Background: an optimization exercise with open tools, aiming at small area. Do not read the settings as production practice. At most, simulation tests tie the RTL to the original design; equivalence was not proved. Function not checked in run 3: the RTL went through the layout flow alone. The clock port is modelled as an ideal driver; clocking choices that lean on that would not hold on a real chip. Power is estimated from default activity; no workload was simulated.

File: flow/design.v
`timescale 1ns / 1ps
module Max1270_Phy (
    input  wire        clk,
    input  wire        rst,
    output reg  [11:0] oADCh0Data,
    output reg  [11:0] oADCh1Data,
    output reg  [11:0] oADCh2Data,
    output reg  [11:0] oADCh3Data,
    output reg  [11:0] oADCh4Data,
    output reg  [11:0] oADCh5Data,
    output reg  [11:0] oADCh6Data,
    output reg  [11:0] oADCh7Data,
    input  wire        I_MAX1270_MISO,
    output wire        O_MAX1270_SCK,
    output wire        O_MAX1270_MOSI,
    output wire        O_MAX1270_CS,
    output wire        O_MAX1270_SHDN,
    input  wire        I_MAX1270_SSTRB
);
    reg [5:0] rHalfCnt;
    reg       rPhase;
    wire      wHalfEnd = (rHalfCnt[4] == 1'b0) & (rHalfCnt[2:0] == 3'b111);
    wire      wTick    = rPhase & wHalfEnd;
    always @(posedge clk) begin
        if (rst) begin
            rHalfCnt <= 6'b001110;
            rPhase   <= 1'b0;
        end else begin
            rHalfCnt <= wHalfEnd ? 6'b011101 : {rHalfCnt[4:0], ~(rHalfCnt[5] ^ rHalfCnt[4])};
            if (wHalfEnd)
                rPhase <= ~rPhase;
        end
    end
    reg [4:0] rSlot;
    reg [2:0] rCHCnt;
    reg       rCS;
    always @(posedge clk) begin
        if (rst) begin
            rSlot  <= 5'd31;
            rCHCnt <= 3'd0;
            rCS    <= 1'b1;
        end else if (wTick) begin
            if (rSlot != 5'd31)
                rCS <= 1'b0;
            if (rSlot == 5'd17) begin
                rSlot  <= 5'd0;
                rCHCnt <= rCHCnt + 3'd1;
            end else begin
                rSlot  <= rSlot + 5'd1;
            end
        end
    end
    reg rMOSI;
    always @* begin
        case (rSlot)
            5'd1:    rMOSI = 1'b1;
            5'd2:    rMOSI = rCHCnt[2];
            5'd3:    rMOSI = rCHCnt[1];
            5'd4:    rMOSI = rCHCnt[0];
            5'd5:    rMOSI = 1'b1;
            5'd6:    rMOSI = 1'b1;
            5'd8:    rMOSI = 1'b1;
            default: rMOSI = 1'b0;
        endcase
    end
    assign O_MAX1270_SCK  = rPhase & ~rCS;
    assign O_MAX1270_MOSI = rMOSI;
    assign O_MAX1270_CS   = rCS;
    assign O_MAX1270_SHDN = 1'b1;
    reg [3:0]  rMISOSt;
    reg [2:0]  rLastCHCnt;
    reg [11:0] rDataSLR;
    wire       wBusy  = ~(rMISOSt[3] & ~rMISOSt[2] & ~rMISOSt[0]);
    wire       wWrite = (rMISOSt == 4'b1010);
    always @(posedge clk) begin
        if (rst) begin
            rMISOSt <= 4'b1000;
        end else if (wTick) begin
            if (wBusy)
                rMISOSt <= {rMISOSt[2:0], ~(rMISOSt[3] ^ rMISOSt[2])};
            else if (I_MAX1270_SSTRB)
                rMISOSt <= 4'b0000;
        end
        if (wTick & ~wBusy & I_MAX1270_SSTRB)
            rLastCHCnt <= rCHCnt;
        if (wTick & wBusy)
            rDataSLR <= {rDataSLR[10:0], I_MAX1270_MISO};
    end
    wire [11:0] wWrData = rst ? 12'd0 : rDataSLR;
    wire [7:0]  wWrEn;
    genvar i;
    generate
        for (i = 0; i < 8; i = i + 1) begin : g_we
            assign wWrEn[i] = rst | (wWrite & (rLastCHCnt == i));
        end
    endgenerate
    always @(posedge clk) begin
        if (wWrEn[0]) oADCh0Data <= wWrData;
        if (wWrEn[1]) oADCh1Data <= wWrData;
        if (wWrEn[2]) oADCh2Data <= wWrData;
        if (wWrEn[3]) oADCh3Data <= wWrData;
        if (wWrEn[4]) oADCh4Data <= wWrData;
        if (wWrEn[5]) oADCh5Data <= wWrData;
        if (wWrEn[6]) oADCh6Data <= wWrData;
        if (wWrEn[7]) oADCh7Data <= wWrData;
    end
endmodule
`timescale 1ns / 1ps
module Max1270_AXIL_Reg (
    input  wire        clk,
    input  wire        rst,
    input  wire        s_axil_awvalid,
    output wire        s_axil_awready,
    input  wire        s_axil_wvalid,
    output wire        s_axil_wready,
    output wire [1:0]  s_axil_bresp,
    output wire        s_axil_bvalid,
    input  wire        s_axil_bready,
    input  wire [9:2]  s_axil_araddr,
    input  wire        s_axil_arvalid,
    output wire        s_axil_arready,
    output wire [31:0] s_axil_rdata,
    output wire [1:0]  s_axil_rresp,
    output wire        s_axil_rvalid,
    input  wire        s_axil_rready,
    input  wire [11:0] iADCh0Data,
    input  wire [11:0] iADCh1Data,
    input  wire [11:0] iADCh2Data,
    input  wire [11:0] iADCh3Data,
    input  wire [11:0] iADCh4Data,
    input  wire [11:0] iADCh5Data,
    input  wire [11:0] iADCh6Data,
    input  wire [11:0] iADCh7Data
);
    reg        rWReady;
    reg        rBValid;
    reg        rARReady;
    reg        rRValid;
    reg [11:0] rRDataHi;
    reg [11:0] rRDataLo;
    wire wWrAcc = s_axil_awvalid & s_axil_wvalid & (~rBValid | s_axil_bready) & ~rWReady;
    wire wRdAcc = s_axil_arvalid & (~rRValid | s_axil_rready) & ~rARReady;
    always @(posedge clk) begin
        if (rst) begin
            rWReady  <= 1'b0;
            rBValid  <= 1'b0;
            rARReady <= 1'b0;
            rRValid  <= 1'b0;
        end else begin
            rWReady  <= wWrAcc;
            rBValid  <= (rBValid & ~s_axil_bready) | wWrAcc;
            rARReady <= wRdAcc;
            rRValid  <= (rRValid & ~s_axil_rready) | wRdAcc;
        end
    end
    wire       wInRange = (s_axil_araddr[9:4] == 6'd0);
    wire [3:0] wSel;
    assign wSel[0] = wInRange & (s_axil_araddr[3:2] == 2'd0);
    assign wSel[1] = wInRange & (s_axil_araddr[3:2] == 2'd1);
    assign wSel[2] = wInRange & (s_axil_araddr[3:2] == 2'd2);
    assign wSel[3] = wInRange & (s_axil_araddr[3:2] == 2'd3);
    wire [11:0] wHi, wLo;
    Max1270_AXIL_RdMux inst_RdMuxHi (
        .iSel   (wSel),
        .iData0 (iADCh0Data),
        .iData1 (iADCh2Data),
        .iData2 (iADCh4Data),
        .iData3 (iADCh6Data),
        .oData  (wHi)
    );
    Max1270_AXIL_RdMux inst_RdMuxLo (
        .iSel   (wSel),
        .iData0 (iADCh1Data),
        .iData1 (iADCh3Data),
        .iData2 (iADCh5Data),
        .iData3 (iADCh7Data),
        .oData  (wLo)
    );
    always @(posedge clk) begin
        if (wRdAcc) begin
            rRDataHi <= wHi;
            rRDataLo <= wLo;
        end
    end
    assign s_axil_awready = rWReady;
    assign s_axil_wready  = rWReady;
    assign s_axil_bresp   = 2'b00;
    assign s_axil_bvalid  = rBValid;
    assign s_axil_arready = rARReady;
    assign s_axil_rdata   = {{4{rRDataHi[11]}}, rRDataHi, {4{rRDataLo[11]}}, rRDataLo};
    assign s_axil_rresp   = 2'b00;
    assign s_axil_rvalid  = rRValid;
endmodule
module Max1270_AXIL_RdMux (
    input  wire [3:0]  iSel,
    input  wire [11:0] iData0,
    input  wire [11:0] iData1,
    input  wire [11:0] iData2,
    input  wire [11:0] iData3,
    output wire [11:0] oData
);
    assign oData = ({12{iSel[0]}} & iData0) | ({12{iSel[1]}} & iData1) |
                   ({12{iSel[2]}} & iData2) | ({12{iSel[3]}} & iData3);
endmodule
`timescale 1ns / 1ps
module Max1270_Top #
(
    parameter AXIL_ADDR_WIDTH      = 32,
    parameter AXIL_DATA_WIDTH      = 32,
    parameter AXIL_STRB_WIDTH      = AXIL_DATA_WIDTH/8
)
(
    input  wire                   s_axil_clk    ,
    input  wire                   s_axil_rst    ,
    input  wire [AXIL_ADDR_WIDTH-1:0]  s_axil_awaddr ,
    input  wire [2:0]             s_axil_awprot ,
    input  wire                   s_axil_awvalid,
    output wire                   s_axil_awready,
    input  wire [AXIL_DATA_WIDTH-1:0]  s_axil_wdata  ,
    input  wire [AXIL_STRB_WIDTH-1:0]  s_axil_wstrb  ,
    input  wire                   s_axil_wvalid ,
    output wire                   s_axil_wready ,
    output wire [1:0]             s_axil_bresp  ,
    output wire                   s_axil_bvalid ,
    input  wire                   s_axil_bready ,
    input  wire [AXIL_ADDR_WIDTH-1:0]  s_axil_araddr ,
    input  wire [2:0]             s_axil_arprot ,
    input  wire                   s_axil_arvalid,
    output wire                   s_axil_arready,
    output wire [AXIL_DATA_WIDTH-1:0]  s_axil_rdata  ,
    output wire [1:0]             s_axil_rresp  ,
    output wire                   s_axil_rvalid ,
    input  wire                   s_axil_rready ,
    input                         I_MAX1270_MISO,
    output                        O_MAX1270_SCK ,
    output                        O_MAX1270_MOSI,
    output                        O_MAX1270_CS  ,
    output                        O_MAX1270_SHDN,
    input                         I_MAX1270_SSTRB
);
    wire [11:0] wADCh0Data;
    wire [11:0] wADCh1Data;
    wire [11:0] wADCh2Data;
    wire [11:0] wADCh3Data;
    wire [11:0] wADCh4Data;
    wire [11:0] wADCh5Data;
    wire [11:0] wADCh6Data;
    wire [11:0] wADCh7Data;
    Max1270_Phy inst_Max1270_Phy (
        .clk             (s_axil_clk),
        .rst             (~s_axil_rst),
        .oADCh0Data      (wADCh0Data),
        .oADCh1Data      (wADCh1Data),
        .oADCh2Data      (wADCh2Data),
        .oADCh3Data      (wADCh3Data),
        .oADCh4Data      (wADCh4Data),
        .oADCh5Data      (wADCh5Data),
        .oADCh6Data      (wADCh6Data),
        .oADCh7Data      (wADCh7Data),
        .I_MAX1270_MISO  (I_MAX1270_MISO),
        .O_MAX1270_SCK   (O_MAX1270_SCK),
        .O_MAX1270_MOSI  (O_MAX1270_MOSI),
        .O_MAX1270_CS    (O_MAX1270_CS),
        .O_MAX1270_SHDN  (O_MAX1270_SHDN),
        .I_MAX1270_SSTRB (I_MAX1270_SSTRB)
    );
    Max1270_AXIL_Reg inst_Max1270_AXIL_Reg (
        .clk            (s_axil_clk),
        .rst            (~s_axil_rst),
        .s_axil_awvalid (s_axil_awvalid),
        .s_axil_awready (s_axil_awready),
        .s_axil_wvalid  (s_axil_wvalid),
        .s_axil_wready  (s_axil_wready),
        .s_axil_bresp   (s_axil_bresp),
        .s_axil_bvalid  (s_axil_bvalid),
        .s_axil_bready  (s_axil_bready),
        .s_axil_araddr  (s_axil_araddr[9:2]),
        .s_axil_arvalid (s_axil_arvalid),
        .s_axil_arready (s_axil_arready),
        .s_axil_rdata   (s_axil_rdata),
        .s_axil_rresp   (s_axil_rresp),
        .s_axil_rvalid  (s_axil_rvalid),
        .s_axil_rready  (s_axil_rready),
        .iADCh0Data     (wADCh0Data),
        .iADCh1Data     (wADCh1Data),
        .iADCh2Data     (wADCh2Data),
        .iADCh3Data     (wADCh3Data),
        .iADCh4Data     (wADCh4Data),
        .iADCh5Data     (wADCh5Data),
        .iADCh6Data     (wADCh6Data),
        .iADCh7Data     (wADCh7Data)
    );
endmodule
File: flow/flow/run.sh
#!/bin/bash
# Standard ORFS layout (the standard.sh, standard synthesis) with:
#  - the smallest buffer on each port,
#  - synthesis buffers removed before placement,
#  - drivers upsized, rather than buffered, to meet slew and capacitance limits,
#  - a clock tree of small clock buffers, upsized where a register's clock
#    slew would be too slow.
set -euo pipefail
export FLOW_FLOW_DIR=$PWD/flow
bash standard.sh \
  "BUFFER_PORTS_ARGS=-buffer_cell sky130_fd_sc_hd__buf_1" \
  "PRE_GLOBAL_PLACE_TCL=$FLOW_FLOW_DIR/pre_global_place.tcl" \
  "CTS_ARGS=-sink_clustering_enable -repair_clock_nets -dont_use_dummy_load -buf_list sky130_fd_sc_hd__clkbuf_4" \
  "PRE_RESIZE_TCL=$FLOW_FLOW_DIR/pre_resize.tcl" \
  "POST_CTS_TCL=$FLOW_FLOW_DIR/post_cts.tcl" \
  finish > standard.log 2>&1
File: flow/flow/fixclk.tcl
# Upsize clock buffers whose register clock pins see too slow a slew.
proc my_fix_clock_slew { limit } {
  set sizes {sky130_fd_sc_hd__clkbuf_1 sky130_fd_sc_hd__clkbuf_2 sky130_fd_sc_hd__clkbuf_4 sky130_fd_sc_hd__clkbuf_8 sky130_fd_sc_hd__clkbuf_16}
  for {set pass 0} {$pass < 4} {incr pass} {
    estimate_parasitics -placement
    set changed 0
    foreach pin [get_pins -of_objects [all_registers] -filter "is_clock==1"] {
      if { [get_property $pin slew_max] <= $limit } { continue }
      set drv [get_pins -of_objects [get_nets -of_objects $pin] -filter "direction==output"]
      if { [llength $drv] != 1 } { continue }
      set inst [get_cells -of_objects $drv]
      set name [get_full_name $inst]
      if { [info exists done($name)] } { continue }
      set ref [get_property $inst ref_name]
      set i [lsearch $sizes $ref]
      if { $i < 0 || $i == [llength $sizes] - 1 } { continue }
      set done($name) 1
      replace_cell $inst [lindex $sizes [expr {$i + 1}]]
      incr changed
      puts "my_fix_clock_slew: $name $ref -> [lindex $sizes [expr {$i + 1}]]"
    }
    array unset done
    if { $changed == 0 } { break }
    detailed_placement
  }
}
File: flow/flow/post_cts.tcl
source $::env(FLOW_FLOW_DIR)/fixclk.tcl
my_fix_clock_slew 0.110
File: flow/flow/pre_global_place.tcl
# Remove every buffer synthesis left (including those in front of output
# ports); port buffering right after this adds one buffer per port.
remove_buffers
File: flow/flow/pre_resize.tcl
source $::env(FLOW_FLOW_DIR)/upsize.tcl
set_dont_use $::env(DONT_USE_CELLS)
my_upsize_for_limits $::env(FLOW_FLOW_DIR)/../upsize_checks.rpt
File: flow/flow/upsize.tcl
# Fix max-slew and max-capacitance violations by upsizing the driving cell
# (next drive strength of the same cell) before the resizer would insert
# buffers; the flow's own repair_design then handles anything left.
proc my_next_size { ref } {
  if { ![regexp {^(sky130_fd_sc_hd__.+)_([0-9]+)$} $ref -> base n] } { return "" }
  set best ""; set bestn 1000
  foreach c [get_lib_cells */${base}_*] {
    set name [get_name $c]
    if { ![regexp "^${base}_(\[0-9\]+)\$" $name -> m] } { continue }
    if { [get_property $c dont_use] } { continue }
    if { $m > $n && $m < $bestn } { set best $name; set bestn $m }
  }
  return $best
}
proc my_upsize_for_limits { rpt } {
  for {set pass 0} {$pass < 8} {incr pass} {
    estimate_parasitics -placement
    report_check_types -max_slew -max_capacitance -violators > $rpt
    set fh [open $rpt r]; set txt [read $fh]; close $fh
    set drivers {}
    foreach line [split $txt "\n"] {
      if { ![regexp {^(\S+)\s+[-0-9.]+\s+[-0-9.]+\s+-[0-9.]+ \(VIOLATED\)} $line -> pname] } { continue }
      set pin [get_pins -quiet $pname]
      if { $pin eq "" } { continue }
      if { [get_property $pin direction] eq "input" } {
        set net [get_nets -of_objects $pin]
        set pin [get_pins -quiet -of_objects $net -filter "direction==output"]
        if { [llength $pin] != 1 } { continue }
      }
      set inst [get_cells -of_objects $pin]
      dict set drivers [get_full_name $inst] 1
    }
    set changed 0
    foreach name [dict keys $drivers] {
      set inst [get_cells $name]
      set ref [get_property $inst ref_name]
      set nxt [my_next_size $ref]
      if { $nxt eq "" } { continue }
      replace_cell $inst $nxt
      puts "my_upsize_for_limits: $name $ref -> $nxt"
      incr changed
    }
    if { $changed == 0 } { break }
  }
}
File: flow/standard.sh
#!/bin/bash
# synth_recipe.tcl (not shown) runs the flow's synth.tcl, then flattens the netlist and writes it again
# the make line also repeats each setting of config.mk as NAME=value (left out here)
make -C /OpenROAD-flow-scripts/flow DESIGN_CONFIG=/design/flow/config.mk WORK_HOME=/design/flow/orfs CLKGATE_MAP_FILE= SYNTH_SCRIPT=/design/flow/synth_recipe.tcl "${@:-finish}"
File: flow/config.mk
export PLATFORM = sky130hd
export DESIGN_NAME = Max1270_Top
export DESIGN_NICKNAME = Max1270_Top
export VERILOG_FILES = /design/flow/design.v
export SDC_FILE = /design/flow/constraint.sdc
export NUM_CORES = 4
export LEC_CHECK = 0
export CAP_MARGIN = 0
export CORE_MARGIN = 2
export CORE_UTILIZATION = 75
export GPL_TIMING_DRIVEN = 0
export SLEW_MARGIN = 0
export SYNTH_HIERARCHICAL = 1
export SYNTH_MINIMUM_KEEP_SIZE = 0
File: flow/constraint.sdc
create_clock -name core_clock -period 5.0 [get_ports {s_axil_clk}]
set_input_delay 1.0000 -clock core_clock [delete_from_list [all_inputs] [get_ports {s_axil_clk}]]
set_output_delay 1.0000 -clock core_clock [all_outputs]
set_load 0.01 [all_outputs]
==> results of run 1 <==
## cell usage after synthesis (2+ instances only)
cell type / number
conb_1: 2
buf_4: 16
a31oi_1: 2
a32o_1: 2
o31ai_1: 2
nand2_1: 37
a21oi_1: 6
nand3_1: 3
nor3_1: 4
a31o_2: 5
nor2_1: 10
inv_1: 12
ha_1: 7
nor3_2: 2
clkbuf_1: 3
edfxtp_1: 135
dfxtp_1: 24
nand2b_1: 3
nor4_1: 2
or2_2: 3
mux2_2: 2
and3_1: 4
buf_6: 9
o21ai_0: 5
o211ai_1: 2
nor2b_1: 18
a22oi_1: 48
## cell type report
class	instances	area share
inverter	13	0.00755
tap	102	0.0198
timing repair buffer	59	0.0378
sequential	159	0.702
multi-input combinational	193	0.210
clock buffer	17	0.0227
## routing by layer
metal / up-vias / global-route usage / wire (um)
li1: 1577 / - / -
met1: 1763 / 0.374 / 4400
met2: 222 / 0.477 / 6160
met3: 25 / 0.0714 / 1050
met4: 0 / 0.0954 / 206
met5: - / 0 / 0
## sequential cells by signal (all words and copies together), names as in the netlist, 3 cells and up
| signal | count |
|---|---|
| inst_Max1270_Phy.oADCh4Data | 12 |
| inst_Max1270_Phy.rSlot | 5 |
| inst_Max1270_Phy.oADCh2Data | 12 |
| inst_Max1270_Phy.oADCh5Data | 12 |
| inst_Max1270_Phy.rMISOSt | 4 |
| inst_Max1270_AXIL_Reg.rRDataLo | 12 |
| inst_Max1270_Phy.rHalfCnt | 6 |
| inst_Max1270_AXIL_Reg.rRDataHi | 12 |
| inst_Max1270_Phy.rDataSLR | 12 |
| inst_Max1270_Phy.oADCh6Data | 12 |
| inst_Max1270_Phy.oADCh1Data | 12 |
| inst_Max1270_Phy.rCHCnt | 3 |
| inst_Max1270_Phy.oADCh3Data | 12 |
| inst_Max1270_Phy.rLastCHCnt | 3 |
| inst_Max1270_Phy.oADCh7Data | 12 |
| inst_Max1270_Phy.oADCh0Data | 12 |
## worst reg2reg max path: stages, from the launching register on
cell	delay, ns
dfxtp_1	0.57
inv_2	0.20
nor3_2	0.95
## cell families (layout without fill, tap and decap cells)
group,count (synthesis),in the layout,synth area share
DFF,159,159,0.742
and+or+nand+nor,97,97,0.0895
AOI/OAI and AO/OA,81,81,0.101
buffers and inverters,42,89,0.0469
adders and majority gates,7,7,0.0143
muxes,3,3,0.00532
other,2,5,0.00123
## where the power goes
group,switching [W],internal (W)
logic,0.0000730,0.0000219
registers,0.0000218,0.00149
clock network,0.000347,0.000181
total,0.000441,0.00169
## Yosys stat by module, one instance, submodules excluded
module / flip-flops and latches / cells inside / times used
Max1270_AXIL_RdMux: 0 / 40 / 2
Max1270_AXIL_Reg: 28 / 60 / 1
Max1270_Phy: 131 / 250 / 1
Max1270_Top: 0 / 1 / 1
## final timing paths
check                                         to  cells past startpoint                         start
setup / recovery  inst_Max1270_Phy.oADCh0Data[0]                      4                    s_axil_rst
hold / removal      inst_Max1270_Phy.rDataSLR[8]                      0  inst_Max1270_Phy.rDataSLR[7]
setup reg to reg    inst_Max1270_Phy.rDataSLR[3]                      2       inst_Max1270_Phy.rPhase
hold reg to reg     inst_Max1270_Phy.rDataSLR[8]                      0  inst_Max1270_Phy.rDataSLR[7]
## metrics by stage
| stage | area, sq um | power (W) |
|---|---|---|
| after detailed placement | 6310 | 0.00163 |
| after global placement | 6220 | 0.00162 |
| after global routing | 6460 | 0.00219 |
| after floorplan | 6120 | 0.00160 |
| final | 6460 | 0.00213 |
==> run_results.csv, run 1 <==
group,metric,value,unit
run_status,status,"timing/DRC/antenna clean",
setup_path,cp-end-kind,"register",
timing,finalSetupViolations,0,
grt,grt_use_total,0.286,
floorplan,core,7810,sq um
timing,tightest_slew,1.16,ns
job,drv_cap,0,
synthesis,ys.flop_type,"edfxtp_1",
timing,final.setup.tns,0,ns
timing,fmax,342,MHz
synthesis,yosys.area.top_type,"edfxtp_1",
route,antenna_left,0,
finish,fin_nets,565,
synthesis,ys_seq_area_frac,0.742,
synthesis,netlist_top_cells_area,"edfxtp_1 (66%), dfxtp_1 (7.9%), a22oi_1 (5.9%), nand2_1 (2.3%), buf_4 (2.0%)",
setup_path,crit_type,"input port to register",
synthesis,ys_types,50,
setup_path,start_kind,"input port",
timing,fin_ws,2.08,ns
setup_path,crit_buf_inv,3,
route,wl,11.8,mm
clock_network,clock_latency,0.52,ns
placed_design,portBuffers,56,
clock_network,cts_tree,"built",
finish,utilization,0.828,
setup_path,rrSetupSlack,2.90,ns
synthesis,synth_edf_count,135,
finish,syn2layout_area_growth,5.71,%
pwr,ir_worst_vdd,0.000199,V
synthesis,synthCells,391,
grt,grt_max_degree,38,
route,drtIter0Drc,355,
hold_path,hp-class,"register to register",
floorplan,dieHeight,94.3,um
finish,final_common_cell,"edfxtp_1",
synthesis,synth_top_area_frac,0.663,
route,via_per_inst,6.61,
timing,finalHoldViolCount,0,
floorplan,rows,32,
grt,antenna_found_initial,0,
finish,antenna_cells,0,
clock_network,clkTransAtPathRegs,0.11,ns
timing,period_minus_slack,2.92,ns
timing,rsz0062_at_grt,"false",
grt,grt_pass1_wl,18.0,mm
clock_network,clkSinkCount,159,
pwr,p_leak,2.30,nW
floorplan,initial_core_util,0.783,
route,vias,3587,
grt,grt_pass1_vias,3500,
synthesis,syn_area,6110,sq um
synthesis,async_flop_share,0,
placed_design,routabilityCongestion,0.890,
pwr,pwr_density_cell,330,nW/um^2
synthesis,syn_avg_cell_area,15.6,sq um
setup_path,critPathTopFamily,"buffers and inverters",
setup_path,required,5.13,ns
setup_path,crit_path_max_fanout,37,
timing,fin_crit_sh,0.584,
setup_path,cp_cell_sequence,"buf_1 > inv_1 > inv_1 > nand2_1",
timing,timing.hold.ws,0.437,ns
synthesis,yosys_register_bits,159,
route,drcViolationCount,0,
synthesis,yosysWarnings,8,
floorplan,die_w,94.3,um
floorplan,dieArea,8890,sq um
timing,slew_headroom,0.227,
setup_path,cp_slowest_cell,"inv_1",
placed_design,place_ws,1.56,ns
finish,fin_cells,543,
finish,multi_input_area,1360,sq um
setup_path,path_common_cell,"inv_1",
route,drt_pre_antenna_iters,5,
floorplan,pin_count,160,
placed_design,post-dp-hpwl,7.42,mm
finish,regArea,4530,sq um
setup_path,slowest_delay,0.82,ns
route,drt-wirelength-per-cell,21.8,um
timing,slew_viol_final,0,
setup_path,worstPathArrival,3.05,ns
timing,finalClockSkew,0.0351,ns
finish,fillers,399,
placed_design,dp_cells,526,
grt,gr-total-overflow,0,
finish,drive_gt1_frac,0.0998,
finish,layout_common_cells,"edfxtp_1 (135), buf_1 (56), a22oi_1 (48)",
==> run 2: changes to the inputs <==
--- a/flow/design.v
+++ b/flow/design.v
@@ -85,24 +85,58 @@
             rLastCHCnt <= rCHCnt;
-        if (wTick & wBusy)
-            rDataSLR <= {rDataSLR[10:0], I_MAX1270_MISO};
     end
-    wire [11:0] wWrData = rst ? 12'd0 : rDataSLR;
-    wire [7:0]  wWrEn;
+    wire        wShift = wTick & wBusy;
+    wire [11:0] wDataSLRNext;
+    Max1270_HoldMux #(.W(12)) inst_SLRMux (
+        .iLoad (wShift),
+        .iHold (~wShift),
+        .iD    ({rDataSLR[10:0], I_MAX1270_MISO}),
+        .iQ    (rDataSLR),
+        .oD    (wDataSLRNext)
+    );
+    always @(posedge clk)
+        rDataSLR <= wDataSLRNext;
+    wire [7:0]  wWrSel;
+    wire [7:0]  wLoad;
+    wire [7:0]  wHold;
+    wire [11:0] wChNext [0:7];
     genvar i;
     generate
-        for (i = 0; i < 8; i = i + 1) begin : g_we
-            assign wWrEn[i] = rst | (wWrite & (rLastCHCnt == i));
+        for (i = 0; i < 8; i = i + 1) begin : g_ch
+            assign wWrSel[i] = wWrite & (rLastCHCnt == i);
+            assign wLoad[i]  = ~rst & wWrSel[i];
+            assign wHold[i]  = ~rst & ~wWrSel[i];
         end
     endgenerate
+    Max1270_HoldMux #(.W(12)) inst_Ch0Mux (.iLoad(wLoad[0]), .iHold(wHold[0]), .iD(rDataSLR), .iQ(oADCh0Data), .oD(wChNext[0]));
+    Max1270_HoldMux #(.W(12)) inst_Ch1Mux (.iLoad(wLoad[1]), .iHold(wHold[1]), .iD(rDataSLR), .iQ(oADCh1Data), .oD(wChNext[1]));
+    Max1270_HoldMux #(.W(12)) inst_Ch2Mux (.iLoad(wLoad[2]), .iHold(wHold[2]), .iD(rDataSLR), .iQ(oADCh2Data), .oD(wChNext[2]));
+    Max1270_HoldMux #(.W(12)) inst_Ch3Mux (.iLoad(wLoad[3]), .iHold(wHold[3]), .iD(rDataSLR), .iQ(oADCh3Data), .oD(wChNext[3]));
+    Max1270_HoldMux #(.W(12)) inst_Ch4Mux (.iLoad(wLoad[4]), .iHold(wHold[4]), .iD(rDataSLR), .iQ(oADCh4Data), .oD(wChNext[4]));
+    Max1270_HoldMux #(.W(12)) inst_Ch5Mux (.iLoad(wLoad[5]), .iHold(wHold[5]), .iD(rDataSLR), .iQ(oADCh5Data), .oD(wChNext[5]));
+    Max1270_HoldMux #(.W(12)) inst_Ch6Mux (.iLoad(wLoad[6]), .iHold(wHold[6]), .iD(rDataSLR), .iQ(oADCh6Data), .oD(wChNext[6]));
+    Max1270_HoldMux #(.W(12)) inst_Ch7Mux (.iLoad(wLoad[7]), .iHold(wHold[7]), .iD(rDataSLR), .iQ(oADCh7Data), .oD(wChNext[7]));
     always @(posedge clk) begin
-        if (wWrEn[0]) oADCh0Data <= wWrData;
-        if (wWrEn[1]) oADCh1Data <= wWrData;
-        if (wWrEn[2]) oADCh2Data <= wWrData;
-        if (wWrEn[3]) oADCh3Data <= wWrData;
-        if (wWrEn[4]) oADCh4Data <= wWrData;
-        if (wWrEn[5]) oADCh5Data <= wWrData;
-        if (wWrEn[6]) oADCh6Data <= wWrData;
-        if (wWrEn[7]) oADCh7Data <= wWrData;
+        oADCh0Data <= wChNext[0];
+        oADCh1Data <= wChNext[1];
+        oADCh2Data <= wChNext[2];
+        oADCh3Data <= wChNext[3];
+        oADCh4Data <= wChNext[4];
+        oADCh5Data <= wChNext[5];
+        oADCh6Data <= wChNext[6];
+        oADCh7Data <= wChNext[7];
     end
 endmodule
+module Max1270_HoldMux #
+(
+    parameter W = 12
+)
+(
+    input  wire         iLoad,
+    input  wire         iHold,
+    input  wire [W-1:0] iD,
+    input  wire [W-1:0] iQ,
+    output wire [W-1:0] oD
+);
+    assign oD = ({W{iLoad}} & iD) | ({W{iHold}} & iQ);
+endmodule
 `timescale 1ns / 1ps
@@ -157,9 +191,10 @@
     wire [3:0] wSel;
-    assign wSel[0] = wInRange & (s_axil_araddr[3:2] == 2'd0);
-    assign wSel[1] = wInRange & (s_axil_araddr[3:2] == 2'd1);
-    assign wSel[2] = wInRange & (s_axil_araddr[3:2] == 2'd2);
-    assign wSel[3] = wInRange & (s_axil_araddr[3:2] == 2'd3);
-    wire [11:0] wHi, wLo;
+    assign wSel[0] = wRdAcc & wInRange & (s_axil_araddr[3:2] == 2'd0);
+    assign wSel[1] = wRdAcc & wInRange & (s_axil_araddr[3:2] == 2'd1);
+    assign wSel[2] = wRdAcc & wInRange & (s_axil_araddr[3:2] == 2'd2);
+    assign wSel[3] = wRdAcc & wInRange & (s_axil_araddr[3:2] == 2'd3);
+    wire [11:0] wRDataHiNext, wRDataLoNext;
     Max1270_AXIL_RdMux inst_RdMuxHi (
         .iSel   (wSel),
+        .iHold  (~wRdAcc),
         .iData0 (iADCh0Data),
@@ -168,3 +203,4 @@
         .iData3 (iADCh6Data),
-        .oData  (wHi)
+        .iQ     (rRDataHi),
+        .oD     (wRDataHiNext)
     );
@@ -172,2 +208,3 @@
         .iSel   (wSel),
+        .iHold  (~wRdAcc),
         .iData0 (iADCh1Data),
@@ -176,9 +213,8 @@
         .iData3 (iADCh7Data),
-        .oData  (wLo)
+        .iQ     (rRDataLo),
+        .oD     (wRDataLoNext)
     );
     always @(posedge clk) begin
-        if (wRdAcc) begin
-            rRDataHi <= wHi;
-            rRDataLo <= wLo;
-        end
+        rRDataHi <= wRDataHiNext;
+        rRDataLo <= wRDataLoNext;
     end
@@ -195,2 +231,3 @@
     input  wire [3:0]  iSel,
+    input  wire        iHold,
     input  wire [11:0] iData0,
@@ -199,6 +236,8 @@
     input  wire [11:0] iData3,
-    output wire [11:0] oData
+    input  wire [11:0] iQ,
+    output wire [11:0] oD
 );
-    assign oData = ({12{iSel[0]}} & iData0) | ({12{iSel[1]}} & iData1) |
-                   ({12{iSel[2]}} & iData2) | ({12{iSel[3]}} & iData3);
+    assign oD = ({12{iSel[0]}} & iData0) | ({12{iSel[1]}} & iData1) |
+                ({12{iSel[2]}} & iData2) | ({12{iSel[3]}} & iData3) |
+                ({12{iHold}}   & iQ);
 endmodule
==> run_results.csv, run 2 <==
group,metric,value,unit
run_status,status,"timing/DRC/antenna clean",
synthesis,syn_avg_cell_area,11.5,sq um
timing,fmax,346,MHz
timing,finalSetupViolations,0,
setup_path,cp_slowest_cell,"dfxtp_1",
floorplan,initial_core_util,0.772,
synthesis,synth_edf_count,3,
finish,drive_gt1_frac,0.102,
timing,fin_ws,2.11,ns
pwr,pwr_density_cell,308,nW/um^2
placed_design,place_ws,1.50,ns
floorplan,dieArea,8690,sq um
synthesis,synth_top_area_frac,0.523,
grt,gr-total-overflow,0,
floorplan,pin_count,160,
finish,final_common_cell,"dfxtp_1",
route,wl,13.4,mm
floorplan,die_w,93.2,um
finish,antenna_cells,0,
route,via_per_inst,6.90,
job,drv_cap,0,
timing,slew_viol_final,0,
clock_network,clock_latency,0.53,ns
setup_path,start_kind,"register",
synthesis,async_flop_share,0,
synthesis,synthTopCellsByCount,"dfxtp_1 (156), a22o_1 (90), nand2_1 (34)",
clock_network,clkTransAtPathRegs,0.10,ns
timing,finalClockSkew,0.0317,ns
setup_path,cp-end-kind,"output port",
floorplan,core,7730,sq um
hold_path,hp-class,"register to register",
placed_design,portBuffers,56,
clock_network,cts_tree,"built",
floorplan,dieHeight,93.2,um
finish,fillers,479,
grt,antenna_found_initial,0,
route,drtIter0Drc,515,
grt,grt_pass1_vias,4190,
synthesis,yosys_register_bits,159,
synthesis,netlist_top_cells_area,"dfxtp_1 (52%), a22o_1 (13%), buf_6 (4.5%), a222oi_1 (4.0%), a22o_2 (3.0%)",
synthesis,synthCells,520,
route,antenna_left,0,
route,drt_pre_antenna_iters,7,
setup_path,crit_path_max_fanout,13,
finish,layout_common_cells,"dfxtp_1 (156), a22o_1 (90), buf_1 (56)",
synthesis,synth.most_common_cell,"dfxtp_1",
pwr,p_leak,2.37,nW
timing,tightest_slew,1.24,ns
grt,grt_max_degree,33,
placed_design,post-dp-hpwl,8.43,mm
setup_path,required,4.00,ns
grt,grt_use_total,0.317,
setup_path,critPathTopFamily,"flip-flops",
setup_path,slowest_delay,0.63,ns
setup_path,worstPathArrival,1.89,ns
placed_design,routabilityCongestion,0.837,
route,drt-wirelength-per-cell,20.5,um
finish,fin_cells,653,
synthesis,ys_types,52,
floorplan,rows,32,
grt,grt_pass1_wl,21.4,mm
timing,slew_headroom,0.171,
timing,fin_crit_sh,0.578,
route,drcViolationCount,0,
synthesis,ys_seq_area_frac,0.538,
setup_path,crit_buf_inv,2,
synthesis,ys.flop_type,"dfxtp_1",
finish,fin_nets,675,
timing,rsz0062_at_grt,"false",
timing,finalHoldViolCount,0,
timing,period_minus_slack,2.89,ns
route,vias,4505,
placed_design,dp_cells,634,
synthesis,syn_area,5970,sq um
pwr,ir_worst_vdd,0.000217,V
finish,syn2layout_area_growth,3.25,%
setup_path,crit_type,"register to output port",
synthesis,yosys.area.top_type,"dfxtp_1",
synthesis,yosysWarnings,8,
setup_path,cp_cell_sequence,"clkinv_1 > nor2_1 > buf_1",
clock_network,clkSinkCount,159,
==> run 2: modules after synthesis (local to each module, per instance), a selection <==
module / cells inside / copies in the design / flops+latches / area [sq um]
Max1270_AXIL_RdMux: 41 / 2 / 0 / 293
Max1270_AXIL_Reg: 60 / 1 / 28 / 776
Max1270_Top: 1 / 1 / 0 / 3.75
Max1270_Phy: 251 / 1 / 131 / 3430
==> run 2: tightest hold or removal path: stages (launching register included) <==
cell and delay, ns:
dfxtp_1 0.33, nor2_1 0.04, nor2_1 0.07
==> run 2: kinds of logic after synthesis <==
kind of cell	count (synthesis)	share of synthesized area
buf+inv	61	0.0788
flops	159	0.538
fa+ha+maj	7	0.0147
simple gates	97	0.0895
mux	2	0.00377
compound gates	192	0.273
other cells	2	0.00126
==> run 2: worst paths after layout <==
kind	start	end	slack [ns]	cells past startpoint
worst min-delay path	inst_Max1270_Phy.rHalfCnt[3]	inst_Max1270_Phy.rHalfCnt[4]	0.46	2
worst max register to register	inst_Max1270_Phy.rPhase	inst_Max1270_Phy.rDataSLR[11]	2.23	4
worst min register to register	inst_Max1270_Phy.rHalfCnt[3]	inst_Max1270_Phy.rHalfCnt[4]	0.46	2
worst max-delay path	inst_Max1270_Phy.rPhase	O_MAX1270_SCK	2.11	3
==> run 2: where the power goes <==
group          total [W]  internal [W]  switching [W]  leakage (nW)
sequential       0.00128       0.00127     0.00000727          1.29
combinational  0.0000592     0.0000134      0.0000458         0.991
clock           0.000557      0.000189       0.000368        0.0886
total            0.00190       0.00148       0.000421          2.37
==> run 2: stage by stage <==
step                 util  total power, W  hold slack, ns  instance area, sq um  TNS [ns]
floorplan               -         0.00136           0.416                  5980         0
global placement    0.763         0.00136           0.426                  5890    -28.05
detailed placement  0.774         0.00137           0.442                  5980         0
global route        0.797         0.00196           0.491                  6160         0
finish              0.797         0.00190           0.462                  6160         0
==> run 2: metal layers <==
layer,wire (um),GRT usage
met5,0,0
met4,210,0.105
met3,1040,0.0629
met2,6340,0.504
met1,5800,0.436
==> run 2: layout make-up <==
cell class / instances / area [sq um] / area share
inverter: 13 / 48.8 / 0.00792
multi-input combinational: 303 / 2370 / 0.384
sequential: 159 / 3210 / 0.522
clock buffer: 17 / 153 / 0.0248
tap: 102 / 128 / 0.0207
timing repair buffer: 59 / 251 / 0.0408
==> run 3: changes to the inputs <==
--- a/flow/design.v
+++ b/flow/design.v
@@ -4,10 +4,8 @@
     input  wire        rst,
-    output reg  [11:0] oADCh0Data,
-    output reg  [11:0] oADCh1Data,
-    output reg  [11:0] oADCh2Data,
-    output reg  [11:0] oADCh3Data,
-    output reg  [11:0] oADCh4Data,
-    output reg  [11:0] oADCh5Data,
-    output reg  [11:0] oADCh6Data,
-    output reg  [11:0] oADCh7Data,
+    output wire [47:0] oEvenRing,
+    output wire [47:0] oOddRing,
+    output wire [1:0]  oRingPos,
+    output wire        oBypass,
+    output wire [2:0]  oBypassCh,
+    output wire [11:0] oBypassData,
     input  wire        I_MAX1270_MISO,
@@ -36,5 +34,6 @@
     reg       rCS;
+    wire      wSlotEnd = rSlot[4] & rSlot[3];
     always @(posedge clk) begin
         if (rst) begin
-            rSlot  <= 5'd31;
+            rSlot  <= 5'd6;
             rCHCnt <= 3'd0;
@@ -42,6 +41,6 @@
         end else if (wTick) begin
-            if (rSlot != 5'd31)
+            if (rSlot != 5'd6)
                 rCS <= 1'b0;
-            if (rSlot == 5'd17) begin
-                rSlot  <= 5'd0;
+            if (wSlotEnd) begin
+                rSlot  <= 5'd7;
                 rCHCnt <= rCHCnt + 3'd1;
@@ -52,15 +51,16 @@
     end
-    reg rMOSI;
+    reg rMOSIBit;
     always @* begin
-        case (rSlot)
-            5'd1:    rMOSI = 1'b1;
-            5'd2:    rMOSI = rCHCnt[2];
-            5'd3:    rMOSI = rCHCnt[1];
-            5'd4:    rMOSI = rCHCnt[0];
-            5'd5:    rMOSI = 1'b1;
-            5'd6:    rMOSI = 1'b1;
-            5'd8:    rMOSI = 1'b1;
-            default: rMOSI = 1'b0;
+        case (rSlot[2:0])
+            3'd0:    rMOSIBit = 1'b1;
+            3'd1:    rMOSIBit = rCHCnt[2];
+            3'd2:    rMOSIBit = rCHCnt[1];
+            3'd3:    rMOSIBit = rCHCnt[0];
+            3'd4:    rMOSIBit = 1'b1;
+            3'd5:    rMOSIBit = 1'b1;
+            3'd6:    rMOSIBit = 1'b0;
+            default: rMOSIBit = 1'b1;
         endcase
     end
+    wire rMOSI = ~rSlot[4] & rSlot[3] & rMOSIBit;
     assign O_MAX1270_SCK  = rPhase & ~rCS;
@@ -97,32 +97,36 @@
         rDataSLR <= wDataSLRNext;
-    wire [7:0]  wWrSel;
-    wire [7:0]  wLoad;
-    wire [7:0]  wHold;
-    wire [11:0] wChNext [0:7];
-    genvar i;
-    generate
-        for (i = 0; i < 8; i = i + 1) begin : g_ch
-            assign wWrSel[i] = wWrite & (rLastCHCnt == i);
-            assign wLoad[i]  = ~rst & wWrSel[i];
-            assign wHold[i]  = ~rst & ~wWrSel[i];
-        end
-    endgenerate
-    Max1270_HoldMux #(.W(12)) inst_Ch0Mux (.iLoad(wLoad[0]), .iHold(wHold[0]), .iD(rDataSLR), .iQ(oADCh0Data), .oD(wChNext[0]));
-    Max1270_HoldMux #(.W(12)) inst_Ch1Mux (.iLoad(wLoad[1]), .iHold(wHold[1]), .iD(rDataSLR), .iQ(oADCh1Data), .oD(wChNext[1]));
-    Max1270_HoldMux #(.W(12)) inst_Ch2Mux (.iLoad(wLoad[2]), .iHold(wHold[2]), .iD(rDataSLR), .iQ(oADCh2Data), .oD(wChNext[2]));
-    Max1270_HoldMux #(.W(12)) inst_Ch3Mux (.iLoad(wLoad[3]), .iHold(wHold[3]), .iD(rDataSLR), .iQ(oADCh3Data), .oD(wChNext[3]));
-    Max1270_HoldMux #(.W(12)) inst_Ch4Mux (.iLoad(wLoad[4]), .iHold(wHold[4]), .iD(rDataSLR), .iQ(oADCh4Data), .oD(wChNext[4]));
-    Max1270_HoldMux #(.W(12)) inst_Ch5Mux (.iLoad(wLoad[5]), .iHold(wHold[5]), .iD(rDataSLR), .iQ(oADCh5Data), .oD(wChNext[5]));
-    Max1270_HoldMux #(.W(12)) inst_Ch6Mux (.iLoad(wLoad[6]), .iHold(wHold[6]), .iD(rDataSLR), .iQ(oADCh6Data), .oD(wChNext[6]));
-    Max1270_HoldMux #(.W(12)) inst_Ch7Mux (.iLoad(wLoad[7]), .iHold(wHold[7]), .iD(rDataSLR), .iQ(oADCh7Data), .oD(wChNext[7]));
+    reg  [1:0]  rRingPos;
+    reg  [47:0] rEvenRing;
+    reg  [47:0] rOddRing;
+    wire [1:0]  wEntryPos = rLastCHCnt[2:1] + rRingPos;
+    wire        wEntry    = wWrite & (wEntryPos == 2'd3);
+    wire        wEvenLoad = ~rst & wEntry & ~rLastCHCnt[0];
+    wire        wOddLoad  = ~rst & wEntry &  rLastCHCnt[0];
+    wire [11:0] wEvenIn, wOddIn;
+    Max1270_HoldMux #(.W(12)) inst_EvenEntry (
+        .iLoad (wEvenLoad),
+        .iHold (~rst & ~wEvenLoad),
+        .iD    (rDataSLR),
+        .iQ    (rEvenRing[47:36]),
+        .oD    (wEvenIn)
+    );
+    Max1270_HoldMux #(.W(12)) inst_OddEntry (
+        .iLoad (wOddLoad),
+        .iHold (~rst & ~wOddLoad),
+        .iD    (rDataSLR),
+        .iQ    (rOddRing[47:36]),
+        .oD    (wOddIn)
+    );
     always @(posedge clk) begin
-        oADCh0Data <= wChNext[0];
-        oADCh1Data <= wChNext[1];
-        oADCh2Data <= wChNext[2];
-        oADCh3Data <= wChNext[3];
-        oADCh4Data <= wChNext[4];
-        oADCh5Data <= wChNext[5];
-        oADCh6Data <= wChNext[6];
-        oADCh7Data <= wChNext[7];
+        rRingPos  <= rst ? 2'd0 : rRingPos + 2'd1;
+        rEvenRing <= {rEvenRing[35:24], rst ? 12'd0 : rEvenRing[23:12], rEvenRing[11:0], wEvenIn};
+        rOddRing  <= {rOddRing[35:24],  rst ? 12'd0 : rOddRing[23:12],  rOddRing[11:0],  wOddIn};
     end
+    wire wJustTicked = ~rPhase & (rHalfCnt == 6'b011101);
+    assign oEvenRing   = rEvenRing;
+    assign oOddRing    = rOddRing;
+    assign oRingPos    = rRingPos;
+    assign oBypass     = wWrite & ~wJustTicked;
+    assign oBypassCh   = rLastCHCnt;
+    assign oBypassData = rDataSLR;
 endmodule
@@ -159,10 +163,8 @@
     input  wire        s_axil_rready,
-    input  wire [11:0] iADCh0Data,
-    input  wire [11:0] iADCh1Data,
-    input  wire [11:0] iADCh2Data,
-    input  wire [11:0] iADCh3Data,
-    input  wire [11:0] iADCh4Data,
-    input  wire [11:0] iADCh5Data,
-    input  wire [11:0] iADCh6Data,
-    input  wire [11:0] iADCh7Data
+    input  wire [47:0] iEvenRing,
+    input  wire [47:0] iOddRing,
+    input  wire [1:0]  iRingPos,
+    input  wire        iBypass,
+    input  wire [2:0]  iBypassCh,
+    input  wire [11:0] iBypassData
 );
@@ -189,28 +191,36 @@
     end
-    wire       wInRange = (s_axil_araddr[9:4] == 6'd0);
-    wire [3:0] wSel;
-    assign wSel[0] = wRdAcc & wInRange & (s_axil_araddr[3:2] == 2'd0);
-    assign wSel[1] = wRdAcc & wInRange & (s_axil_araddr[3:2] == 2'd1);
-    assign wSel[2] = wRdAcc & wInRange & (s_axil_araddr[3:2] == 2'd2);
-    assign wSel[3] = wRdAcc & wInRange & (s_axil_araddr[3:2] == 2'd3);
+    wire       wRdWord  = wRdAcc & (s_axil_araddr[9:4] == 6'd0);
+    wire [1:0] wSlot    = s_axil_araddr[3:2] + iRingPos;
+    wire       wBypWord = iBypass & (iBypassCh[2:1] == s_axil_araddr[3:2]);
+    wire       wBypHi   = wBypWord & ~iBypassCh[0];
+    wire       wBypLo   = wBypWord &  iBypassCh[0];
+    wire [3:0] wSlotDec;
+    assign wSlotDec[0] = (wSlot == 2'd0);
+    assign wSlotDec[1] = (wSlot == 2'd1);
+    assign wSlotDec[2] = (wSlot == 2'd2);
+    assign wSlotDec[3] = (wSlot == 2'd3);
     wire [11:0] wRDataHiNext, wRDataLoNext;
     Max1270_AXIL_RdMux inst_RdMuxHi (
-        .iSel   (wSel),
-        .iHold  (~wRdAcc),
-        .iData0 (iADCh0Data),
-        .iData1 (iADCh2Data),
-        .iData2 (iADCh4Data),
-        .iData3 (iADCh6Data),
-        .iQ     (rRDataHi),
-        .oD     (wRDataHiNext)
+        .iSel    ({4{wRdWord & ~wBypHi}} & wSlotDec),
+        .iSelByp (wRdWord & wBypHi),
+        .iHold   (~wRdAcc),
+        .iData0  (iEvenRing[11:0]),
+        .iData1  (iEvenRing[23:12]),
+        .iData2  (iEvenRing[35:24]),
+        .iData3  (iEvenRing[47:36]),
+        .iDataByp(iBypassData),
+        .iQ      (rRDataHi),
+        .oD      (wRDataHiNext)
     );
     Max1270_AXIL_RdMux inst_RdMuxLo (
-        .iSel   (wSel),
-        .iHold  (~wRdAcc),
-        .iData0 (iADCh1Data),
-        .iData1 (iADCh3Data),
-        .iData2 (iADCh5Data),
-        .iData3 (iADCh7Data),
-        .iQ     (rRDataLo),
-        .oD     (wRDataLoNext)
+        .iSel    ({4{wRdWord & ~wBypLo}} & wSlotDec),
+        .iSelByp (wRdWord & wBypLo),
+        .iHold   (~wRdAcc),
+        .iData0  (iOddRing[11:0]),
+        .iData1  (iOddRing[23:12]),
+        .iData2  (iOddRing[35:24]),
+        .iData3  (iOddRing[47:36]),
+        .iDataByp(iBypassData),
+        .iQ      (rRDataLo),
+        .oD      (wRDataLoNext)
     );
@@ -231,2 +241,3 @@
     input  wire [3:0]  iSel,
+    input  wire        iSelByp,
     input  wire        iHold,
@@ -236,2 +247,3 @@
     input  wire [11:0] iData3,
+    input  wire [11:0] iDataByp,
     input  wire [11:0] iQ,
@@ -241,3 +253,3 @@
                 ({12{iSel[2]}} & iData2) | ({12{iSel[3]}} & iData3) |
-                ({12{iHold}}   & iQ);
+                ({12{iSelByp}} & iDataByp) | ({12{iHold}} & iQ);
 endmodule
@@ -279,10 +291,8 @@
 );
-    wire [11:0] wADCh0Data;
-    wire [11:0] wADCh1Data;
-    wire [11:0] wADCh2Data;
-    wire [11:0] wADCh3Data;
-    wire [11:0] wADCh4Data;
-    wire [11:0] wADCh5Data;
-    wire [11:0] wADCh6Data;
-    wire [11:0] wADCh7Data;
+    wire [47:0] wEvenRing;
+    wire [47:0] wOddRing;
+    wire [1:0]  wRingPos;
+    wire        wBypass;
+    wire [2:0]  wBypassCh;
+    wire [11:0] wBypassData;
     Max1270_Phy inst_Max1270_Phy (
@@ -290,10 +300,8 @@
         .rst             (~s_axil_rst),
-        .oADCh0Data      (wADCh0Data),
-        .oADCh1Data      (wADCh1Data),
-        .oADCh2Data      (wADCh2Data),
-        .oADCh3Data      (wADCh3Data),
-        .oADCh4Data      (wADCh4Data),
-        .oADCh5Data      (wADCh5Data),
-        .oADCh6Data      (wADCh6Data),
-        .oADCh7Data      (wADCh7Data),
+        .oEvenRing       (wEvenRing),
+        .oOddRing        (wOddRing),
+        .oRingPos        (wRingPos),
+        .oBypass         (wBypass),
+        .oBypassCh       (wBypassCh),
+        .oBypassData     (wBypassData),
         .I_MAX1270_MISO  (I_MAX1270_MISO),
@@ -322,10 +330,8 @@
         .s_axil_rready  (s_axil_rready),
-        .iADCh0Data     (wADCh0Data),
-        .iADCh1Data     (wADCh1Data),
-        .iADCh2Data     (wADCh2Data),
-        .iADCh3Data     (wADCh3Data),
-        .iADCh4Data     (wADCh4Data),
-        .iADCh5Data     (wADCh5Data),
-        .iADCh6Data     (wADCh6Data),
-        .iADCh7Data     (wADCh7Data)
+        .iEvenRing      (wEvenRing),
+        .iOddRing       (wOddRing),
+        .iRingPos       (wRingPos),
+        .iBypass        (wBypass),
+        .iBypassCh      (wBypassCh),
+        .iBypassData    (wBypassData)
     );
==> run_results.csv, run 3 <==
group,metric,value,unit
timing,finalClockSkew,0.0375,ns
placed_design,portBuffers,56,
timing,slew_viol_final,0,
grt,antenna_found_initial,0,
timing,tightest_slew,1.34,ns
synthesis,synth_compound_area_frac,0.191,
synthesis,ys.flop_type,"dfxtp_1",
clock_network,clkSinkCount,161,
setup_path,critPathLaunch,"s_axil_arvalid",
finish,fin_nets,656,
placed_design,routabilityCongestion,0.817,
floorplan,dieHeight,91.1,um
grt,grt_max_degree,50,
synthesis,syn_avg_cell_area,11.6,sq um
clock_network,cts_tree,"built",
route,via_per_inst,6.25,
synthesis,synth.most_common_cell,"dfxtp_1",
setup_path,cp-end-kind,"register",
job,drv_cap,0,
floorplan,initial_core_util,0.781,
finish,layout_common_cells,"dfxtp_1 (158), a22oi_1 (70), buf_1 (56)",
floorplan,die_w,91.1,um
pwr,p_sw_frac,0.216,
finish,drive_gt1_frac,0.0943,
floorplan,core,7290,sq um
pwr,pwr_density_cell,324,nW/um^2
finish,reg_top3,"inst_Max1270_Phy.rEvenRing x48, inst_Max1270_Phy.rOddRing x48",
setup_path,required,5.43,ns
finish,syn2layout_area_growth,3.78,%
setup_path,start_kind,"input port",
floorplan,rows,31,
synthesis,async_flop_share,0,
clock_network,clkTransAtPathRegs,0.10,ns
pwr,power_frac_comb,0.040,
floorplan,pin_count,160,
setup_path,r2r-end,"inst_Max1270_AXIL_Reg.rRDataHi[8]",
setup_path,rrSetupSlack,1.91,ns
timing,finalHoldViolCount,0,
synthesis,synthCells,493,
setup_path,crit_type,"input port to register",
pwr,p_sw,0.000414,W
synthesis,synth_edf_count,3,
grt,grt_use_total,0.285,
synthesis,synthAdderAreaFrac,0.0198,
timing,slew_headroom,0.0960,
pwr,p_seq_frac,0.680,
setup_path,worstPathArrival,3.82,ns
route,antenna_left,0,
timing,final.setup.tns,0,ns
synthesis,syn_area,5700,sq um
finish,final_common_cell,"dfxtp_1",
pwr,ir_worst_vdd,0.000341,V
timing,rsz0062_at_grt,"false",
pwr,clockPowerShare,0.280,
synthesis,yosysWarnings,8,
synthesis,ys_types,57,
synthesis,synth_xor_area_frac,0.0176,
floorplan,dieArea,8310,sq um
route,drt-wirelength-per-cell,17.9,um
pwr,p_leak,2.17,nW
pwr,p_int,0.00150,W
setup_path,worstReg2RegStart,"inst_Max1270_AXIL_Reg.rARReady",
setup_path,crit_end,"inst_Max1270_AXIL_Reg.rRDataHi[8]",
placed_design,post-dp-hpwl,7.39,mm
setup_path,crit_path_max_fanout,31,
pwr,total_power,0.00191,W
timing,period_minus_slack,3.39,ns
timing,finalSetupViolations,0,
synthesis,synth-simple-area-share,0.128,
synthesis,muxShareOfSynthArea,0.00373,
grt,grt_pass1_wl,18.7,mm
timing,fin_crit_sh,0.677,
synthesis,synthTopCellsByCount,"dfxtp_1 (158), a22oi_1 (70), a22o_1 (31)",
route,drtIter0Drc,226,
synthesis,synth_top_area_frac,0.555,
grt,gr-total-overflow,0,
route,drcViolationCount,0,
route,wl,11.3,mm
timing,timing.hold.ws,0.331,ns
synthesis,synth_top_family_by_area,"compound AO/OA/AOI/OAI gates",
hold_path,hp-class,"register to register",
clock_network,clock_latency,0.51,ns
synthesis,netlist_top_cells_area,"dfxtp_1 (56%), a22oi_1 (9.2%), a22o_1 (4.8%), buf_6 (3.6%), nor2b_1 (3.2%)",
synthesis,ys_seq_area_frac,0.571,
route,vias,3929,
run_status,status,"timing/DRC/antenna clean",
route,drt_pre_antenna_iters,5,
synthesis,yosys_register_bits,161,
grt,grt_pass1_vias,3884,
finish,antenna_cells,0,
synthesis,yosys.area.top_type,"dfxtp_1",
timing,fmax,295,MHz
setup_path,ff2ff_path_depth,5,
-- run 3: layer usage --
metal	vias to the layer above	global-route usage	wire (um)
met4	0	0.0846	92
li1	1879	-	-
met1	1928	0.370	4990
met5	-	0	0
met2	111	0.474	5580
met3	11	0.0722	615
-- run 3: worst max-delay path: stages --
cell and delay [ns]:
buf_1 0.08, nor2b_1 0.17, nand2_1 0.77, nor4_2 1.36
a22oi_1 0.26, nand3_1 0.15
-- run 3: cells by family (layout without fill, tap and decap cells) --
group / after synthesis / count (layout)
AOI/OAI and AO/OA: 139 / 139
xor gates and xnor gates: 6 / 6
adders and majority gates: 9 / 9
buffers and inverters: 51 / 85
DFF: 161 / 161
muxes: 2 / 2
other: 2 / 5
and+or+nand+nor: 123 / 123
-- run 3: final cells by class --
| type | instances | area (sq um) |
|---|---|---|
| Clock buffer | 17 | 146 |
| Tap cell | 99 | 124 |
| Multi-Input combinational cell | 284 | 2130 |
| Inverter | 11 | 41.3 |
| Sequential cell | 161 | 3250 |
| Timing Repair Buffer | 57 | 218 |
| Fill cell | 479 | 1380 |
-- run 3: per-stage QoR --
stage	cells	setup WS, ns	utilization	area (sq um)
after detailed placement	611	1.03	0.787	5740
final	629	1.61	0.811	5910
after global placement	611	0.354	0.781	5700
after global routing	629	1.41	0.811	5910
after floorplan	496	2.68	-	5710
-- run 3: worst min-delay path by stage --
stage,startpoint,cells past startpoint,endpoint
after global placement,inst_Max1270_Phy.rEvenRing[32],0,inst_Max1270_Phy.rEvenRing[44]
final,inst_Max1270_Phy.rOddRing[33],0,inst_Max1270_Phy.rOddRing[45]
after detailed placement,inst_Max1270_Phy.rEvenRing[4],0,inst_Max1270_Phy.rEvenRing[16]
after global routing,inst_Max1270_Phy.rEvenRing[28],0,inst_Max1270_Phy.rEvenRing[40]
after floorplan,inst_Max1270_Phy.rEvenRing[34],0,inst_Max1270_Phy.rEvenRing[46]
-- run 3: per-module statistics from Yosys (local to each module, per instance), excerpt --
module	area, sq um	cells
Max1270_Phy	3560	263
Max1270_Top	3.75	1
Max1270_AXIL_Reg	935	79
Max1270_AXIL_RdMux	403	54
-- run 3: power by group through the flow --
stage	clock network [W]	logic, W	registers, W
after floorplan	0	0.0000604	0.00133
after global placement	0	0.0000700	0.00133
final	0.000535	0.0000771	0.00130
after detailed placement	0	0.0000762	0.00133
after global routing	0.000596	0.0000845	0.00130
==> run 4: changes to the inputs <==
--- a/flow/design.v
+++ b/flow/design.v
@@ -10,2 +10,3 @@
     output wire [11:0] oBypassData,
+    output wire        oClear,
     input  wire        I_MAX1270_MISO,
@@ -102,4 +103,5 @@
     wire        wEntry    = wWrite & (wEntryPos == 2'd3);
-    wire        wEvenLoad = ~rst & wEntry & ~rLastCHCnt[0];
-    wire        wOddLoad  = ~rst & wEntry &  rLastCHCnt[0];
+    wire        wClear    = (rSlot == 5'd6);
+    wire        wEvenLoad = wEntry & ~rLastCHCnt[0];
+    wire        wOddLoad  = wEntry &  rLastCHCnt[0];
     wire [11:0] wEvenIn, wOddIn;
@@ -107,3 +109,3 @@
         .iLoad (wEvenLoad),
-        .iHold (~rst & ~wEvenLoad),
+        .iHold (~wClear & ~wEvenLoad),
         .iD    (rDataSLR),
@@ -114,3 +116,3 @@
         .iLoad (wOddLoad),
-        .iHold (~rst & ~wOddLoad),
+        .iHold (~wClear & ~wOddLoad),
         .iD    (rDataSLR),
@@ -121,4 +123,4 @@
         rRingPos  <= rst ? 2'd0 : rRingPos + 2'd1;
-        rEvenRing <= {rEvenRing[35:24], rst ? 12'd0 : rEvenRing[23:12], rEvenRing[11:0], wEvenIn};
-        rOddRing  <= {rOddRing[35:24],  rst ? 12'd0 : rOddRing[23:12],  rOddRing[11:0],  wOddIn};
+        rEvenRing <= {rEvenRing[35:0], wEvenIn};
+        rOddRing  <= {rOddRing[35:0],  wOddIn};
     end
@@ -131,2 +133,3 @@
     assign oBypassData = rDataSLR;
+    assign oClear      = wClear;
 endmodule
@@ -168,3 +171,4 @@
     input  wire [2:0]  iBypassCh,
-    input  wire [11:0] iBypassData
+    input  wire [11:0] iBypassData,
+    input  wire        iClear
 );
@@ -191,3 +195,3 @@
     end
-    wire       wRdWord  = wRdAcc & (s_axil_araddr[9:4] == 6'd0);
+    wire       wRdWord  = wRdAcc & ~iClear & (s_axil_araddr[9:4] == 6'd0);
     wire [1:0] wSlot    = s_axil_araddr[3:2] + iRingPos;
@@ -251,5 +255,32 @@
 );
-    assign oD = ({12{iSel[0]}} & iData0) | ({12{iSel[1]}} & iData1) |
-                ({12{iSel[2]}} & iData2) | ({12{iSel[3]}} & iData3) |
-                ({12{iSelByp}} & iDataByp) | ({12{iHold}} & iQ);
+    wire [11:0] wTermsA_n, wTermsB_n;
+    genvar i;
+    generate
+        for (i = 0; i < 12; i = i + 1) begin : g_bit
+            Max1270_AOI222 inst_TermsA (
+                .iA1 (iSel[0]), .iA2 (iData0[i]),
+                .iB1 (iSel[1]), .iB2 (iData1[i]),
+                .iC1 (iSel[2]), .iC2 (iData2[i]),
+                .oY  (wTermsA_n[i])
+            );
+            Max1270_AOI222 inst_TermsB (
+                .iA1 (iSel[3]), .iA2 (iData3[i]),
+                .iB1 (iSelByp), .iB2 (iDataByp[i]),
+                .iC1 (iHold),   .iC2 (iQ[i]),
+                .oY  (wTermsB_n[i])
+            );
+        end
+    endgenerate
+    assign oD = ~(wTermsA_n & wTermsB_n);
+endmodule
+module Max1270_AOI222 (
+    input  wire iA1,
+    input  wire iA2,
+    input  wire iB1,
+    input  wire iB2,
+    input  wire iC1,
+    input  wire iC2,
+    output wire oY
+);
+    assign oY = ~((iA1 & iA2) | (iB1 & iB2) | (iC1 & iC2));
 endmodule
@@ -297,2 +328,3 @@
     wire [11:0] wBypassData;
+    wire        wClear;
     Max1270_Phy inst_Max1270_Phy (
@@ -306,2 +338,3 @@
         .oBypassData     (wBypassData),
+        .oClear          (wClear),
         .I_MAX1270_MISO  (I_MAX1270_MISO),
@@ -335,3 +368,4 @@
         .iBypassCh      (wBypassCh),
-        .iBypassData    (wBypassData)
+        .iBypassData    (wBypassData),
+        .iClear         (wClear)
     );
--- a/flow/flow/run.sh
+++ b/flow/flow/run.sh
@@ -4,3 +4,4 @@
 #  - synthesis buffers removed before placement,
-#  - drivers upsized, rather than buffered, to meet slew and capacitance limits,
+#  - logic cells set to their smallest drive strength, then drivers upsized,
+#    rather than buffered, to meet slew and capacitance limits,
 #  - a clock tree of small clock buffers, upsized where a register's clock
==> flow/flow/pre_resize.tcl (replaced) <==
source $::env(FLOW_FLOW_DIR)/upsize.tcl
set_dont_use $::env(DONT_USE_CELLS)
my_downsize_all
my_upsize_for_limits $::env(FLOW_FLOW_DIR)/../upsize_checks.rpt
--- a/flow/flow/upsize.tcl
+++ b/flow/flow/upsize.tcl
@@ -45 +45,26 @@
 }
+
+# Set every logic cell (not flip-flops, buffers or tie cells) to the smallest
+# drive strength of its kind; my_upsize_for_limits then upsizes where a
+# slew or capacitance limit needs it.
+proc my_downsize_all {} {
+  set n 0
+  foreach inst [get_cells *] {
+    set ref [get_property $inst ref_name]
+    if { ![regexp {^(sky130_fd_sc_hd__.+)_([0-9]+)$} $ref -> base sz] } { continue }
+    if { [regexp {__(s?e?df|dl|buf|clkbuf|clkdlybuf|dlygate|dlymetal|conb|tap|fill|decap|diode)} $base] } { continue }
+    set best ""; set besta 1e9
+    foreach c [get_lib_cells */${base}_*] {
+      set name [get_name $c]
+      if { ![regexp "^${base}_\[0-9\]+\$" $name] } { continue }
+      if { [get_property $c dont_use] } { continue }
+      set a [get_property $c area]
+      if { $a < $besta } { set besta $a; set best $name }
+    }
+    if { $best ne "" && $best ne $ref && $besta < [get_property [get_lib_cells */$ref] area] } {
+      replace_cell $inst $best
+      incr n
+    }
+  }
+  puts "my_downsize_all: downsized $n cells"
+}
==> run_results.csv, run 4 <==
group,metric,value,unit
pwr,p_leak,2.15,nW
route,drtIter0Drc,395,
grt,grt_use_total,0.300,
timing,tightest_slew,1.40,ns
finish,fin_nets,609,
finish,drive_gt1_frac,0.0704,
timing,final.setup.tns,0,ns
synthesis,muxShareOfSynthArea,0.00398,
synthesis,syn_avg_cell_area,12.4,sq um
setup_path,required,5.38,ns
finish,syn2layout_area_growth,5.15,%
placed_design,routabilityCongestion,0.895,
timing,period_minus_slack,3.14,ns
pwr,ir_worst_vdd,0.000173,V
setup_path,crit_type,"register to register",
timing,finalSetupViolations,0,
setup_path,crit_buf_inv,0,
route,vias,3845,
run_status,status,"timing/DRC/antenna clean",
synthesis,ys_types,56,
finish,reg_top3,"inst_Max1270_Phy.rEvenRing x48, inst_Max1270_Phy.rOddRing x48",
finish,antenna_cells,0,
clock_network,clkSinkCount,161,
synthesis,synthTopCellsByCount,"dfxtp_1 (158), a222oi_1 (48), nand2_1 (38)",
synthesis,syn_area,5350,sq um
finish,layout_common_cells,"dfxtp_1 (158), buf_1 (56), a222oi_1 (48)",
floorplan,rows,30,
setup_path,critPathTopFamily,"simple AND/OR/NAND/NOR gates",
synthesis,yosys_register_bits,161,
synthesis,ys.flop_type,"dfxtp_1",
setup_path,cp.depth,4,
timing,finalHoldViolCount,0,
placed_design,place_ws,1.84,ns
synthesis,synth_xor_area_frac,0.0187,
route,wl,11.3,mm
setup_path,crit_path_max_fanout,13,
placed_design,portBuffers,56,
route,drt-wirelength-per-cell,19.5,um
setup_path,worstReg2RegStart,"inst_Max1270_Phy.rRingPos[1]",
finish,final_common_cell,"dfxtp_1",
job,drv_cap,0,
synthesis,synth_edf_count,3,
pwr,total_power,0.00193,W
setup_path,worstPathArrival,3.52,ns
timing,slew_viol_final,0,
synthesis,synth_top_family_by_area,"compound AO/OA/AOI/OAI gates",
setup_path,ff2ff_path_depth,4,
setup_path,r2r-end,"inst_Max1270_Phy.rEvenRing[3]",
hold_path,hold_depth,0,
hold_path,hp-class,"register to register",
grt,grt_pass1_vias,3578,
floorplan,die_w,88.5,um
route,via_per_inst,6.64,
timing,fin_crit_sh,0.627,
synthesis,synth.most_common_cell,"dfxtp_1",
floorplan,initial_core_util,0.783,
synthesis,async_flop_share,0,
placed_design,post-dp-hpwl,7.33,mm
setup_path,cp_slowest_cell,"nor4b_2",
route,drcViolationCount,0,
synthesis,netlist_top_cells_area,"dfxtp_1 (59%), a222oi_1 (9.0%), a22o_1 (5.1%), nand2_1 (2.7%), buf_4 (2.1%)",
setup_path,start_kind,"register",
synthesis,yosysWarnings,8,
synthesis,yosys.area.top_type,"dfxtp_1",
timing,fin_ws,1.86,ns
setup_path,cp-end-kind,"register",
grt,antenna_found_initial,0,
setup_path,rrSetupSlack,1.86,ns
finish,utilization,0.823,
grt,grt_pass1_wl,17.7,mm
route,drt_pre_antenna_iters,6,
==> run 4: changes by cell type after synthesis, sizes merged, moves of 2 or more <==
cell,previous run,this run
nor2b,29,5
nand2,13,38
nor4,6,1
buf,35,23
clkbuf,5,3
a22oi,72,0
a222oi,0,48
nand3,26,2
nor3,10,16
==> run 4: final cells by class <==
type	count	area, sq um	area share
multi-input combinational	238	1840	0.326
clock buffer	17	165	0.0294
timing repair buffer	56	210	0.0374
sequential	161	3250	0.578
tap	96	120	0.0214
inverter	11	41.3	0.00734
==> run 4: modules after synthesis, one instance, submodules excluded, a selection <==
module	flops+latches	area, sq um	cells inside
Max1270_AOI222	0	10.0	1
Max1270_Top	0	3.75	1
Max1270_AXIL_RdMux	0	45.0	12
Max1270_AXIL_Reg	28	966	81
Max1270_Phy	133	3420	237
==> run 4: worst register-to-register path: stages, from the launching register on <==
cell,delay (ns)
dfxtp_1,0.44
xnor3_1,0.48
nor4b_2,1.17
nor2_1,0.56
a22o_1,0.37
==> run 4: power by group <==
group	switching [W]	leakage, nW	internal [W]
registers	0.00000813	1.31	0.00129
logic	0.0000395	0.746	0.0000235
clock network	0.000364	0.0937	0.000206
==> run 4: metal layers <==
| metal | global-route usage | vias to the layer above | wire length, um |
|---|---|---|---|
| met5 | 0 | - | 0 |
| met4 | 0.0909 | 0 | 132 |
| met3 | 0.0746 | 16 | 736 |
| met2 | 0.519 | 168 | 5860 |
| met1 | 0.373 | 1903 | 4540 |
| li1 | - | 1758 | - |
==> run 4: worst max path at each step <==
stage                                       startpoint                                 to  slack, ns
after floorplan                       s_axil_araddr[2]  inst_Max1270_AXIL_Reg.rRDataHi[0]       2.43
after global placement                s_axil_araddr[6]  inst_Max1270_AXIL_Reg.rRDataHi[9]       1.55
after detailed placement  inst_Max1270_Phy.rHalfCnt[4]       inst_Max1270_Phy.rDataSLR[5]       1.84
after global routing         inst_Max1270_Phy.rSlot[0]  inst_Max1270_AXIL_Reg.rRDataHi[5]       1.62
final                     inst_Max1270_Phy.rRingPos[1]      inst_Max1270_Phy.rEvenRing[3]       1.86
==> run 4: kinds of logic after synthesis <==
group	after synthesis
other	2
multiplexers	2
AND/OR/NAND/NOR	101
AO/OA/AOI/OAI	115
flip-flops	161
adder cells (fa/ha/maj)	9
XOR/XNOR	6
buffers and inverters	37
==> run 4: per-stage QoR <==
step / instances / instance area [sq um]
after global routing: 579 / 5630
after global placement: 562 / 5480
after detailed placement: 562 / 5460
after floorplan: 436 / 5360
final: 579 / 5630

afterwards: timing with drivers on the ports:
In the flow no input, the clock included, has a driving cell. The finished layouts below were timed again as built, in two steps. Step 1: set_driving_cell puts a clkbuf_16 on s_axil_clk and a buf_2 on each other input, an assumption about the parent block. Step 2, shift: input delay + t, output delay - t, t = (earliest + latest rising clock arrival at the registers) / 2. This alone moves slack from input paths to output paths. Slacks: no drivers / after step 1 / after step 2; pairs: no drivers / after step 1.
| run | shift t [ns] | setup slack, ns |
|---|---|---|
| run 1 | 0.536 | 2.079 / 2.082 / 1.546 |
| run 2 | 0.551 | 2.110 / 2.076 / 1.618 |
| run 3 | 0.526 | 1.615 / 1.624 / 1.098 |
| run 4 | 0.538 | 1.863 / 1.863 / 1.863 |
After both steps setup and hold are still met in every run listed.
